Background: an optimization exercise with open tools, aiming at small area, a short achievable clock period and few clock cycles per item. Do not read the settings as production practice. Function was checked by simulation only, so behaviour that the tests miss may differ from the original. Power and IR drop assume default switching activity.

**flow/design.v**
```verilog
`timescale 1ns / 1ps
module float_adder_ff(
    input clk_i,
    input rst_i,
    input start_i,
    output busy_o,
    input [31:0] in_a,
    input [31:0] in_b,
    output reg [31:0] out_sum
);
localparam WAIT_FOR_INPUT = 2'b00;
localparam SHIFT_OPERANDS = 2'b01;
localparam CALCULATE_FSUM = 2'b10;
localparam NORMALIZE_FSUM = 2'b11;
logic [24:0] mantissa_a, mantissa_b;
logic [7:0] exponent_a, exponent_b;
logic sign_a, sign_b;
reg result_sign;
reg [7:0] result_exponent, normalized_exponent;
reg [22:0] result_mantissa;
logic [1:0] state;
assign busy_o = (state > 0);
logic [7:0] exponent_ab_diff, exponent_ba_diff;
logic [24:0] shifted_mantissa_a, shifted_mantissa_b;
logic [24:0] shifted_mantissa_a_reg, shifted_mantissa_b_reg;
assign exponent_ab_diff = exponent_a - exponent_b;
assign exponent_ba_diff = exponent_b - exponent_a;
assign shifted_mantissa_a = mantissa_a >> exponent_ba_diff;
assign shifted_mantissa_b = mantissa_b >> exponent_ab_diff;
logic [24:0] mantissa_sum;
logic normalized;
logic [7:0] normalization_current, normalization_diff, normalization_current_dec;
logic [7:0] result_exponent_inc, result_exponent_dec;
logic [24:0] left_shifted_mantissa_sum, right_shifted_mantissa_sum;
assign result_exponent_inc = result_exponent + 1;
assign right_shifted_mantissa_sum = mantissa_sum >> 1;
assign normalization_current_dec = normalization_current - 1;
assign normalization_diff = 23 - normalization_current;
assign left_shifted_mantissa_sum = mantissa_sum << normalization_diff;
assign result_exponent_dec = result_exponent - normalization_diff;
always_ff @(posedge clk_i) begin
    if (rst_i) begin
        state <= WAIT_FOR_INPUT;
        sign_a <= 1'b0;
        sign_b <= 1'b0;
        exponent_a <= 8'b00000000;
        exponent_b <= 8'b00000000;
        mantissa_a <= 23'b00000000000000000000000;
        mantissa_b <= 23'b00000000000000000000000;
        out_sum <= 32'h00000000;
        normalized <= 1'b0;
        normalization_current <= 8'd22;
    end else begin
        case (state)
            WAIT_FOR_INPUT:  
                if (start_i) begin
                    state <= SHIFT_OPERANDS;
                    normalized <= 1'b0;
                    normalization_current <= 8'd22;
                    sign_a <= in_a[31];
                    sign_b <= in_b[31];
                    exponent_a <= in_a[30:23];
                    exponent_b <= in_b[30:23];
                    mantissa_a <= {2'b01, in_a[22:0]};
                    mantissa_b <= {2'b01, in_b[22:0]};
                end
            SHIFT_OPERANDS:  
                begin
                    state <= CALCULATE_FSUM;
                    if (exponent_a >= exponent_b) begin
                        shifted_mantissa_a_reg <= mantissa_a;
                        shifted_mantissa_b_reg <= shifted_mantissa_b;
                        result_exponent <= exponent_a;
                    end else begin
                        shifted_mantissa_a_reg <= shifted_mantissa_a;
                        shifted_mantissa_b_reg <= mantissa_b;
                        result_exponent <= exponent_b;
                    end
                end
            CALCULATE_FSUM:  
                begin
                    state <= NORMALIZE_FSUM;
                    if (sign_a == sign_b) begin
                        mantissa_sum <= shifted_mantissa_a_reg + shifted_mantissa_b_reg;
                        result_sign <= sign_a;
                    end else begin
                        if (shifted_mantissa_a_reg >= shifted_mantissa_b_reg) begin
                            mantissa_sum <= shifted_mantissa_a_reg - shifted_mantissa_b_reg;
                            result_sign <= sign_a;
                        end else begin
                            mantissa_sum <= shifted_mantissa_b_reg - shifted_mantissa_a_reg;
                            result_sign <= sign_b;
                        end
                    end
                end
            NORMALIZE_FSUM:  
                begin
                    if (normalized) begin
                        state <= WAIT_FOR_INPUT;
                        out_sum <= {result_sign, normalized_exponent, result_mantissa};
                    end else begin
                        if (mantissa_sum[24] == 1) begin  
                            result_mantissa <= right_shifted_mantissa_sum[22:0];
                            normalized_exponent <= result_exponent_inc;
                            normalized <= 1'b1;
                        end else if (mantissa_sum[23] == 1) begin  
                            result_mantissa <= mantissa_sum[22:0];
                            normalized_exponent <= result_exponent;
                            normalized <= 1'b1;
                        end else if (mantissa_sum[normalization_current] == 1) begin  
                            result_mantissa <= left_shifted_mantissa_sum[22:0];
                            normalized_exponent <= result_exponent_dec;
                            normalized <= 1'b1;
                        end else if (normalization_current == 0) begin  
                            result_mantissa <= mantissa_sum[22:0];
                            normalized_exponent <= result_exponent;
                            normalized <= 1'b1;
                        end else begin  
                            normalization_current <= normalization_current_dec;
                        end
                    end
                end
        endcase
    end
end
endmodule
```
**flow/run.sh**
```bash
#!/bin/bash
# synth_recipe.tcl (not shown) runs the flow's synth.tcl, then flattens the netlist and writes it again
# the make line also repeats each setting of config.mk as NAME=value (left out here)
make -C /OpenROAD-flow-scripts/flow DESIGN_CONFIG=/design/flow/config.mk WORK_HOME=/design/flow/orfs CLKGATE_MAP_FILE= SYNTH_SCRIPT=/design/flow/synth_recipe.tcl finish
```
**flow/config.mk**
```make
export PLATFORM = sky130hd
export DESIGN_NAME = float_adder_ff
export DESIGN_NICKNAME = float_adder_ff
export VERILOG_FILES = /design/flow/design.v
export SDC_FILE = /design/flow/constraint.sdc
export NUM_CORES = 4
export LEC_CHECK = 0
export CAP_MARGIN = 20
export CORE_MARGIN = 2
export CORE_UTILIZATION = 40
export SLEW_MARGIN = 20
```
**flow/constraint.sdc**
```tcl
create_clock -name core_clock -period 8.0 [get_ports {clk_i}]
set_input_delay 1.6000 -clock core_clock [delete_from_list [all_inputs] [get_ports {clk_i}]]
set_output_delay 1.6000 -clock core_clock [all_outputs]
set_load 0.01 [all_outputs]
```
==> impl_results.md <==
- Status: finished clean
- Cts hold-fix bufs: 0
- RSZ-0062 raised after global routing: no
- WP data arrival: 4.17 ns
- Core ar.: 0.04092 mm²
- Die X: 208.0 µm
- Area contributors post-synth: edfxtp_1 (20%), dfxtp_1 (13%), nand2_1 (8.0%)
- Sequential-to-total area share from yosys stat: 33.37%
- Crit path kind: reg -> reg
- # port buffers: between 90 and 100
- Syn. warnings: 1
- WL/cell: 19.01 µm
- Most common cell on crit path: inv_1
- Asr flop ratio synth: 0%
- DR pass1 iterations: 5
- Clock skew: 0.02125 ns
- Max reg flops: 32
- Worst-Margin Slew: 1.011 ns
- Area Growth Syn to Fin: 13.02%
- Share of cells above drive strength 1: 7.398%
- Largest registers: out_sum (32), mantissa_sum (25)
- Num CTS Buffers: 26
- Vias/cell: between 5 and 6
- Pins over their slew limit: 0
- Leading area contributor after synthesis: edfxtp_1
- CP Capture Type: flip-flop
- Syn nets: 2,155
- Drt initial violations: 1,229
- Clock Pin Slew Worst Setup and Hold Paths: 0.06 ns
- Most frequent cells in the layout: nand2_1 (355), a21oi_1 (227), inv_1 (114)
- TritonCTS clock tree: done
- Main synth FF type: edfxtp_1
- Biggest register: out_sum
- Overflow after GRT: 0
- Total number of vias: 14,610
- Largest net degree at the start of global routing: between 60 and 70
- Comb pwr share: 54.7%
- Global-route total usage across every layer: 21.49%
- Die height: 208.0 µm
- Post-synth EDFFs: between 100 and 150
- Tmin final: ~3.8 ns
- Ports: 100
- Commonest non-fill, non-tap cell in the layout: nand2_1
- Routability Congestion: roughly 0.97
- Mapped Cells: 1,977
- ANT cells: 0
- CP max-delay cell: nor3_2
- Post-synthesis register bit count: roughly 220
- Worst hold path class: reg -> reg
- VDD IR max: 0.2736 mV
- Endpoints failing setup: 0
- Tcrit/Tclk final: 47.99%
- Crit path largest cell delay: 0.65 ns
- Sequential power share: 26.4%
- Clock latency (worst-skew pair): 0.55 ns
- Fmax achieved: 260.5 MHz
- Antenna viol nets, final: 0
- Switch Pwr: roughly 2.8 mW
- CTS Sinks: roughly 220
- Fin util: 45.98%
- Yosys cell types: 91
- Final WL: approximately 48,000 µm
- Row Count: between 70 and 80
- Max FO, Critical Path: 29
- Switching Fraction: approximately 45%
- CTS resizes: 0
- Antenna violations before repair: 0
- Clock Path Buffers: 3
- Clk root buf: clkbuf_16
- Clock Power Share: 18.9%
- Leak: 7.216 nW
- Type of origin of the critical path: flip-flop
- Final setup TNS: 0 ns
- Max-slew headroom: 32.41%
- Final HPWL DP: roughly 37,000 µm
- Die area: 0.04327 mm²
- Synth top area share: 20.38%
- Post-Syn Area per Cell: 8.421 µm²
- Final Hold Vio Count: 0
- Internal: 3.412 mW
- Postcts setup bufs: 0
- Max Cap Viol: 0
- CP cell instances: inv_1 > ha_1 > inv_1 > fa_1 > a21o_1 > a21oi_1 > o21bai_1 > a21oi_2 > nor2b_2 > o22a_1 > buf_4 > nor3_2 > nand4_1 > o221ai_1
- Starting Density: 40.68%
- Power Density: 331.2 mW/mm²
- H-tree Lvls: 1
- Remaining DRCs: 0
- Critical path buffer and inverter count: 3
- Worst endpoint required time: 8.33 ns
- Synthesized cell area: 0.01665 mm²
- Nets: 2,172
- First-pass GRT wire length: 76,070 µm
- Delay-heaviest family, CP: compound AO/OA/AOI/OAI gates
- Number of global-route vias before repair: about 14,000
-- Yosys cell counts, drive strengths merged (6+ instances only) --
master	count
xnor2	38
and2	12
a32oi	6
nor2	106
o22ai	8
nand3	31
nand2b	11
edfxtp	113
mux4	35
xor2	19
a2111oi	9
o31ai	10
o211ai	12
a211oi	30
and3	8
mux2	18
o21bai	22
inv	115
a22o	22
nand2	357
o21ai	116
dfxtp	108
nor3	47
nor2b	27
a21oi	228
clkbuf	84
buf	55
a221o	14
mux2i	52
a221oi	12
a21o	20
o21a	9
nor4	11
fa	6
a22oi	11
a31oi	15
ha	105
-- cell families after synthesis --
group | after synthesis | share of synthesized area (%)
xor+xnor | 57 | 2.999
fa+ha+maj | 111 | 8.613
flops | 221 | 33.37
compound gates | 592 | 22.58
simple gates | 636 | 17.01
mux | 105 | 9.191
buf+inv | 255 | 6.238
-- through the flow --
step | cells | power (mW) | setup WS [ns] | hold WS (ns) | instance area [µm²]
4_1_cts | 2546 | 6.228 | 4.211 | 0.4559 | 18820
2_1_floorplan | 1977 | 4.143 | 3.104 | 0.4363 | 16650
3_5_place_dp | 2498 | 5.034 | 4.246 | 0.4480 | 17960
5_1_grt | 2546 | 6.651 | 3.903 | 0.4777 | 18820
6_report | 2546 | 6.233 | 4.161 | 0.4513 | 18820
3_3_place_gp | 2498 | 5.033 | 4.197 | 0.4439 | 17960
-- final cells by class --
type	instances	area (µm²)
Clock buffer	36	739.5
Clock inverter	12	115.1
Fill cell	4064	22110
Inverter	116	435.4
Multi-Input combinational cell	1501	10100
Sequential cell	221	5555
Tap cell	532	665.6
Timing Repair Buffer	128	1206
-- final timing paths --
path	to	start	depth (start not counted)	slack, ns
setup reg to reg	shifted_mantissa_a_reg[15]	exponent_a[0]	14	4.16
hold reg to reg	out_sum[3]	out_sum[3]	2	0.45
hold / removal	out_sum[3]	out_sum[3]	2	0.45
setup / recovery	shifted_mantissa_a_reg[15]	exponent_a[0]	14	4.16
-- routing by layer --
metal / global-route usage (%) / share of wire (%) / vias to the layer above
met4: 8.975 / 4.5 / 0
li1: - / - / 7128
met3: 1.977 / 4.5 / 123
met5: 0 / 0 / -
met1: 27.99 / 43 / 6904
met2: 36.56 / 48 / 455
-- power by group through the flow --
| stage | logic (mW) | clock network (mW) | registers, mW |
|---|---|---|---|
| floorplan | 2.55 | 0 | 1.59 |
| global placement | 3.38 | 0 | 1.66 |
| detailed placement | 3.37 | 0 | 1.67 |
| CTS | 3.38 | 1.21 | 1.64 |
| global route | 3.74 | 1.25 | 1.67 |
| finish | 3.41 | 1.18 | 1.64 |
-- tightest hold or removal path, stage by stage (launching register included) --
cell,delay (ns)
dfxtp_1,0.31
nand2_1,0.05
a21oi_1,0.05
Testbench counts, summed over its fixed seeds: cycles 144,246, ops 24,000.

==> port drivers added, routing unchanged <==
How much do the figures lean on ideal ports? The routed layout below was timed once more, with nothing changed but the port constraints.
Step 1 sets driving cells, clkbuf_16 on the clock port and buf_2 on the other inputs (assumed; they add their load-dependent delay and slew).
Step 2 also shifts input and output timing later by t, the mid clock arrival at the registers, as if the neighbouring blocks saw the same clock.
Three values: ideal ports, drivers, drivers and shift; two values: the first two.
shift t [ns]: 0.591
slack for setup (ns): 4.161 / 4.161 / 4.161
worst register clock-pin slew, ns: 0.06 / 0.06
pins driven straight from the clock port: 1
After both steps this run still meets setup and hold. The setup slack of this run moves by 0.000 ns with the drivers and by 0.000 ns with both steps.
